Context: an optimization exercise on an open-source flow, tuned for small area and a short achievable clock period. The choices shown serve that exercise and are no tape-out recipe. RTL that was checked went through simulation tests only; none was proved equivalent to the original.

==> flow/design.v (excerpt) <==
module Matrix_Multiplication (
  input clk, reset,
  input [7:0] a1, a2, a3, a4, b1, b2, b3, b4,
  output [16:0] c1, c2, c3, c4, c5, c6, c7, c8, c9, c10, c11, c12, c13, c14, c15, c16
);
==> flow/config.mk <==
export PLATFORM = sky130hd
export DESIGN_NAME = Matrix_Multiplication
export DESIGN_NICKNAME = Matrix_Multiplication
export VERILOG_FILES = /design/flow/design.v
export SDC_FILE = /design/flow/constraint.sdc
export NUM_CORES = 4
export LEC_CHECK = 0
export CAP_MARGIN = 20
export CORE_MARGIN = 2
export CORE_UTILIZATION = 40
export SETUP_SLACK_MARGIN = 2.3
export SLEW_MARGIN = 20
export SYNTH_HIERARCHICAL = 1
export SYNTH_MINIMUM_KEEP_SIZE = 0
==> flow/constraint.sdc <==
create_clock -name core_clock -period 6.5 [get_ports {clk}]
set_input_delay 1.3000 -clock core_clock [delete_from_list [all_inputs] [get_ports {clk}]]
set_output_delay 1.3000 -clock core_clock [all_outputs]
set_load 0.01 [all_outputs]
standard.sh (not shown) runs the stock make flow with config.mk's settings and CLKGATE_MAP_FILE= SYNTH_SCRIPT=/design/flow/synth_recipe.tcl, a recipe that flattens the netlist after the stock synthesis.
==> flow/flow/run.sh <==
#!/bin/bash
set -uo pipefail
export BUFFER_PORTS_ARGS="-buffer_cell sky130_fd_sc_hd__buf_1"
export CTS_ARGS="-sink_clustering_enable -repair_clock_nets -sink_clustering_size 24 -sink_clustering_max_diameter 150"
bash standard.sh > flow_standard.log 2>&1
The first run ran to the end with no violations.
Then changed:
SETUP_SLACK_MARGIN = 2.0   (was 2.3)
Result:
- The changed run completed with no timing, DRC or antenna violations
- synthesized area is unchanged
- via count climbs slightly
- worst setup slack degrades by 120 ps
- register-to-register slack loses 120 ps
- final area decreases by a few percent
- wire length went down slightly
- utilization is lower by 1.9 points
No functional check of the RTL was part of any run of this note.

---

Matrix_Multiplication, a different RTL version from the one above (not shown whole).
Size in the first run: ~4000 cells after synthesis, ~470 flip-flops, roughly 44000 um^2 of cells after synthesis.
## Matrix_Multiplication
module Matrix_Multiplication (
  input clk, reset,
  input [7:0] a1, a2, a3, a4, b1, b2, b3, b4,
  output [16:0] c1, c2, c3, c4, c5, c6, c7, c8, c9, c10, c11, c12, c13, c14, c15, c16
);
export LEC_CHECK = 0
export CAP_MARGIN = 20
export CORE_MARGIN = 2
export CORE_UTILIZATION = 40
export SETUP_SLACK_MARGIN = 2.3
export SLEW_MARGIN = 20
export SYNTH_HIERARCHICAL = 1
export SYNTH_MINIMUM_KEEP_SIZE = 0
create_clock -name core_clock -period 6.5 [get_ports {clk}]
Scripts as last shown in full above: flow/flow/run.sh
Then changed:
--- a/flow/config.mk
+++ b/flow/config.mk
@@ -10,3 +10,3 @@
 export CORE_UTILIZATION = 40
-export SETUP_SLACK_MARGIN = 2.3
+export SETUP_SLACK_MARGIN = 2.1
 export SLEW_MARGIN = 20
What happened: Fmax goes down by a few percent. Core utilization shrinks by 1.8 points. Sequential cell count stays the same. Routed wire length shrinks slightly. Non-clock buffer count came out lower by 38.
Then changed:
--- a/flow/config.mk
+++ b/flow/config.mk
@@ -10,3 +10,3 @@
 export CORE_UTILIZATION = 40
-export SETUP_SLACK_MARGIN = 2.1
+export SETUP_SLACK_MARGIN = 2.0
 export SLEW_MARGIN = 20
Result: Setup slack gets worse by 69 ps. Area after synthesis stays the same. Routed wire length goes down by 1.1%. Final cell count fell by 0.41%. First-iteration DRC count goes up by 28%.
Then changed:
--- a/flow/config.mk
+++ b/flow/config.mk
@@ -9,4 +9,4 @@
 export CORE_MARGIN = 2
-export CORE_UTILIZATION = 40
-export SETUP_SLACK_MARGIN = 2.0
+export CORE_UTILIZATION = 50
+export SETUP_SLACK_MARGIN = 2.1
 export SLEW_MARGIN = 20
The changed run finished with timing, DRC and antenna clean. Final area stays flat. Global-route usage went up by 4.4 points. Routed wire length went down by 4.3%. Hold slack gets worse by 21 ps. Setup slack gets worse by 93 ps. Via count barely changes. Area after synthesis does not change.
Then changed:
==> flow/flow/run.sh (replaced) <==
#!/bin/bash
set -uo pipefail
export BUFFER_PORTS_ARGS="-buffer_cell sky130_fd_sc_hd__buf_1"
export CTS_ARGS="-sink_clustering_enable -repair_clock_nets -sink_clustering_size 20 -sink_clustering_max_diameter 130"
bash standard.sh > flow_standard.log 2>&1
--- a/flow/config.mk
+++ b/flow/config.mk
@@ -9,3 +9,3 @@
 export CORE_MARGIN = 2
-export CORE_UTILIZATION = 50
+export CORE_UTILIZATION = 40
 export SETUP_SLACK_MARGIN = 2.1
The new run ran to the end with no violations.
Count of clock-buffer cells in the layout goes up by 6.
Setup slack improves by 120 ps.
Die area climbs by 25%.
Area after synthesis is unchanged.
Critical path depth falls by 1.
Clock skew rose by 13 ps.
Sequential cell count stays the same.
Global-route usage drops by 4.2 points.
Then changed:
==> flow/flow/run.sh (replaced) <==
#!/bin/bash
set -uo pipefail
export BUFFER_PORTS_ARGS="-buffer_cell sky130_fd_sc_hd__buf_1"
export CTS_ARGS="-sink_clustering_enable -repair_clock_nets -sink_clustering_size 24 -sink_clustering_max_diameter 150"
bash standard.sh > flow_standard.log 2>&1
--- a/flow/config.mk
+++ b/flow/config.mk
@@ -10,3 +10,3 @@
 export CORE_UTILIZATION = 40
-export SETUP_SLACK_MARGIN = 2.1
+export SETUP_SLACK_MARGIN = 2.15
 export SLEW_MARGIN = 20
Worst hold slack hardly moves.
Wire length drops by 1.3%.
Die area is unchanged.
Final area climbs by 0.59%.
Setup slack gets better by 35 ps.
Core utilization climbs by 0.25 points.
Final cell count is about the same.
Sequential share of layout area drops by 0.14 points.

---

== indigo ==
Matrix_Multiplication, a different RTL version from the one above (not shown whole).
For scale: roughly 460 flip-flops, about 44,000 um^2 of cells after synthesis.
## Matrix_Multiplication
module Matrix_Multiplication (
  input clk, reset,
  input [7:0] a1, a2, a3, a4, b1, b2, b3, b4,
  output [16:0] c1, c2, c3, c4, c5, c6, c7, c8, c9, c10, c11, c12, c13, c14, c15, c16
);
  reg [7:0] ad1_0, ad1_1, ad1_2, ad1_3, ad2_0, ad2_1, ad2_2, ad2_3, ad3_0, ad3_1, ad3_2, ad3_3;
  reg [7:0] bd1_0, bd1_1, bd1_2, bd1_3, bd2_0, bd2_1, bd2_2, bd2_3, bd3_0, bd3_1, bd3_2, bd3_3;
  wire [7:0] ad0_0 = a1, ad0_1 = a2, ad0_2 = a3, ad0_3 = a4;
  wire [7:0] bd0_0 = b1, bd0_1 = b2, bd0_2 = b3, bd0_3 = b4;
  always @(posedge clk or posedge reset) begin
    if (reset) begin
      ad1_0 <= 8'b00000000;
      ad1_1 <= 8'b00000000;
      ad1_2 <= 8'b00000000;
      ad1_3 <= 8'b00000000;
      ad2_0 <= 8'b00000000;
      ad2_1 <= 8'b00000000;
      ad2_2 <= 8'b00000000;
      ad2_3 <= 8'b00000000;
      ad3_0 <= 8'b00000000;
      ad3_1 <= 8'b00000000;
      ad3_2 <= 8'b00000000;
      ad3_3 <= 8'b00000000;
      bd1_0 <= 8'b00000000;
      bd1_1 <= 8'b00000000;
      bd1_2 <= 8'b00000000;
      bd1_3 <= 8'b00000000;
      bd2_0 <= 8'b00000000;
      bd2_1 <= 8'b00000000;
      bd2_2 <= 8'b00000000;
      bd2_3 <= 8'b00000000;
      bd3_0 <= 8'b00000000;
      bd3_1 <= 8'b00000000;
      bd3_2 <= 8'b00000000;
      bd3_3 <= 8'b00000000;
    end else begin
      ad1_0 <= ad0_0;
      ad1_1 <= ad0_1;
      ad1_2 <= ad0_2;
      ad1_3 <= ad0_3;
      ad2_0 <= ad1_0;
      ad2_1 <= ad1_1;
      ad2_2 <= ad1_2;
      ad2_3 <= ad1_3;
      ad3_0 <= ad2_0;
      ad3_1 <= ad2_1;
      ad3_2 <= ad2_2;
      ad3_3 <= ad2_3;
      bd1_0 <= bd0_0;
      bd1_1 <= bd0_1;
      bd1_2 <= bd0_2;
      bd1_3 <= bd0_3;
      bd2_0 <= bd1_0;
      bd2_1 <= bd1_1;
      bd2_2 <= bd1_2;
      bd2_3 <= bd1_3;
      bd3_0 <= bd2_0;
      bd3_1 <= bd2_1;
      bd3_2 <= bd2_2;
      bd3_3 <= bd2_3;
    end
  end
  Systolic_array B1 (.clk(clk), .reset(reset), .in_a(ad0_0), .in_b(bd0_0), .out_c(c1));
  Systolic_array B2 (.clk(clk), .reset(reset), .in_a(ad0_1), .in_b(bd1_0), .out_c(c2));
  Systolic_array B3 (.clk(clk), .reset(reset), .in_a(ad0_2), .in_b(bd2_0), .out_c(c3));
  Systolic_array B4 (.clk(clk), .reset(reset), .in_a(ad0_3), .in_b(bd3_0), .out_c(c4));
  Systolic_array B5 (.clk(clk), .reset(reset), .in_a(ad1_0), .in_b(bd0_1), .out_c(c5));
  Systolic_array_int B6 (.clk(clk), .reset(reset), .in_a(ad1_1), .in_b(bd1_1), .out_c(c6));
  ...
==> flow/config.mk <==
export PLATFORM = sky130hd
export DESIGN_NAME = Matrix_Multiplication
export DESIGN_NICKNAME = Matrix_Multiplication
export VERILOG_FILES = /design/flow/design.v
export SDC_FILE = /design/flow/constraint.sdc
export NUM_CORES = 4
export LEC_CHECK = 0
export CAP_MARGIN = 20
export CORE_MARGIN = 2
export CORE_UTILIZATION = 40
export SETUP_SLACK_MARGIN = 2.4
export SLEW_MARGIN = 20
export SYNTH_HIERARCHICAL = 1
export SYNTH_MINIMUM_KEEP_SIZE = 0
==> flow/constraint.sdc <==
create_clock -name core_clock -period 6.5 [get_ports {clk}]
set_input_delay 1.3000 -clock core_clock [delete_from_list [all_inputs] [get_ports {clk}]]
set_output_delay 1.3000 -clock core_clock [all_outputs]
set_load 0.01 [all_outputs]
==> flow/flow/run.sh <==
#!/bin/bash
set -uo pipefail
export BUFFER_PORTS_ARGS="-buffer_cell sky130_fd_sc_hd__buf_1"
bash standard.sh > flow_standard.log 2>&1
Changes in pepper relative to indigo:
# indigo
export LEC_CHECK = 0
export CAP_MARGIN = 20
export CORE_MARGIN = 2
export CORE_UTILIZATION = 40
export SETUP_SLACK_MARGIN = 2.4
export SLEW_MARGIN = 20
export SYNTH_HIERARCHICAL = 1
export SYNTH_MINIMUM_KEEP_SIZE = 0
create_clock -name core_clock -period 6.5 [get_ports {clk}]
# pepper
export LEC_CHECK = 0
export CAP_MARGIN = 20
export CORE_MARGIN = 2
export CORE_UTILIZATION = 40
export PLACE_DENSITY = 0.75
export SETUP_SLACK_MARGIN = 2.0
export SLEW_MARGIN = 20
export SYNTH_HIERARCHICAL = 1
export SYNTH_MINIMUM_KEEP_SIZE = 0
create_clock -name core_clock -period 6.5 [get_ports {clk}]
### Flow results
- Diff pepper..indigo | basic-gate share of the synthesized area counting and, or, nand and nor cells | unchanged
- Re pre-CTS setup slack: indigo was higher than pepper.
- Against indigo as the reference, pepper delivers a higher clock-cell share of area.
Here is what was changed in the inputs of willow compared with pepper.
# pepper
export LEC_CHECK = 0
export CAP_MARGIN = 20
export CORE_MARGIN = 2
export CORE_UTILIZATION = 40
export PLACE_DENSITY = 0.75
export SETUP_SLACK_MARGIN = 2.0
export SLEW_MARGIN = 20
export SYNTH_HIERARCHICAL = 1
export SYNTH_MINIMUM_KEEP_SIZE = 0
create_clock -name core_clock -period 6.5 [get_ports {clk}]
# willow
export LEC_CHECK = 0
export CAP_MARGIN = 20
export CORE_MARGIN = 2
export CORE_UTILIZATION = 60
export SETUP_SLACK_MARGIN = 2.0
export SLEW_MARGIN = 20
export SYNTH_HIERARCHICAL = 1
export SYNTH_MINIMUM_KEEP_SIZE = 0
create_clock -name core_clock -period 6.5 [get_ports {clk}]
[summary]
Total global-route track usage (willow over pepper): increase, 11 points
Summary: with pepper as the reference, final design instance area without fill in willow moved down slightly.
Total number of vias across pepper and willow: no real change.
Y dimension of the die (willow / pepper): 0.819
Compared with pepper, willow shows a higher fraction of layout instances using a drive strength above 1.
#### Input delta (amber over willow)
# willow
export LEC_CHECK = 0
export CAP_MARGIN = 20
export CORE_MARGIN = 2
export CORE_UTILIZATION = 60
export SETUP_SLACK_MARGIN = 2.0
export SLEW_MARGIN = 20
export SYNTH_HIERARCHICAL = 1
export SYNTH_MINIMUM_KEEP_SIZE = 0
create_clock -name core_clock -period 6.5 [get_ports {clk}]
# amber
export LEC_CHECK = 0
export CAP_MARGIN = 20
export CORE_MARGIN = 2
export CORE_UTILIZATION = 40
export SETUP_SLACK_MARGIN = 1.8
export SLEW_MARGIN = 20
export SYNTH_HIERARCHICAL = 1
export SYNTH_MINIMUM_KEEP_SIZE = 0
create_clock -name core_clock -period 6.5 [get_ports {clk}]
Notes after the runs:
Looking at startpoint of the most critical setup path, the bd3_1[1] result is from amber; the ad3_2[0] one comes from willow.
Between willow and amber, the area of all placed cells without fillers figures differ only marginally.
The end point of the critical path comes out B15.out_c[14] in one run and B8.out_c[14] in the other, namely in willow and amber respectively.
Summary of amber over willow: worst hold slack climbed 18 ps.
#### Input delta (raven over amber)
# amber
export LEC_CHECK = 0
export CAP_MARGIN = 20
export CORE_MARGIN = 2
export CORE_UTILIZATION = 40
export SETUP_SLACK_MARGIN = 1.8
export SLEW_MARGIN = 20
export SYNTH_HIERARCHICAL = 1
export SYNTH_MINIMUM_KEEP_SIZE = 0
create_clock -name core_clock -period 6.5 [get_ports {clk}]
# raven
export LEC_CHECK = 0
export CAP_MARGIN = 20
export CORE_MARGIN = 2
export CORE_UTILIZATION = 40
export SETUP_SLACK_MARGIN = 2.0
export SLEW_MARGIN = 20
export SYNTH_HIERARCHICAL = 1
export SYNTH_MINIMUM_KEEP_SIZE = 0
create_clock -name core_clock -period 6.5 [get_ports {clk}]
### Flow results
- raven -> amber: synthesized area flat
- Summary of raven over amber: met1 capacity usage during global routing up 0.17 points.
- Summary of raven over amber: cell count went up 23, area of combinational cells with multiple inputs went up about 0.5%.
- | share of the clock period used by the worst path after layout | lower: raven |
- raven ended with more final area than amber.

-- afterwards: timing with drivers on the ports --
Ports are ideal in the flow. The routed layouts listed here were re-timed in OpenROAD. Step 1 assumes that a clkbuf_16 drives the clock port and a buf_2 every other input. Step 2 moves the port delays by t, midway between the first and last clock arrival at a register: inputs arrive t later, outputs are due t later. That takes back most of the time a late clock gives input paths. Slacks: no drivers / after step 1 / after step 2; pairs: no drivers / after step 1.
run | t, ns | setup slack, ns | hold slack, ns | worst register clock-pin slew, ns | worst data-port slew with drivers (ns)
the first run of note 1 | 0.682 | 2.148 / 2.148 / 1.770 | 0.407 / 0.407 / 0.407 | 0.12 / 0.12 | 0.12
the second run of note 1 | 0.690 | 2.031 / 2.031 / 1.593 | 0.412 / 0.412 / 0.412 | 0.12 / 0.12 | 0.12
the first run of note 2 | 0.695 | 2.334 / 2.334 / 1.727 | 0.380 / 0.380 / 0.380 | 0.12 / 0.12 | 0.15
the second run of note 2 | 0.690 | 2.224 / 2.223 / 1.533 | 0.383 / 0.383 / 0.383 | 0.12 / 0.12 | 0.12
the third run of note 2 | 0.692 | 2.155 / 2.155 / 1.593 | 0.394 / 0.394 / 0.394 | 0.11 / 0.11 | 0.15
the fourth run of note 2 | 0.666 | 2.062 / 2.062 / 1.572 | 0.373 / 0.373 / 0.373 | 0.11 / 0.11 | 0.13
the fifth run of note 2 | 0.713 | 2.184 / 2.184 / 1.505 | 0.379 / 0.379 / 0.379 | 0.10 / 0.10 | 0.13
the sixth run of note 2 | 0.694 | 2.219 / 2.219 / 1.612 | 0.377 / 0.377 / 0.377 | 0.11 / 0.11 | 0.12
indigo | 0.744 | 2.247 / 2.247 / 1.745 | 0.454 / 0.454 / 0.454 | 0.07 / 0.07 | 0.09
pepper | 0.718 | 2.072 / 2.110 / 1.392 | 0.469 / 0.469 / 0.469 | 0.06 / 0.06 | 0.09
willow | 0.694 | 2.085 / 2.085 / 1.505 | 0.434 / 0.434 / 0.434 | 0.07 / 0.07 | 0.11
amber | 0.726 | 1.959 / 1.959 / 1.371 | 0.453 / 0.453 / 0.453 | 0.06 / 0.06 | 0.06
raven | 0.726 | 2.141 / 2.141 / 1.506 | 0.444 / 0.444 / 0.444 | 0.06 / 0.06 | 0.06
After both steps setup and hold are still met in every run listed. The setup slack of the second run of note 2, which loses most, moves by -0.001 ns with the drivers and by -0.691 ns with both steps.
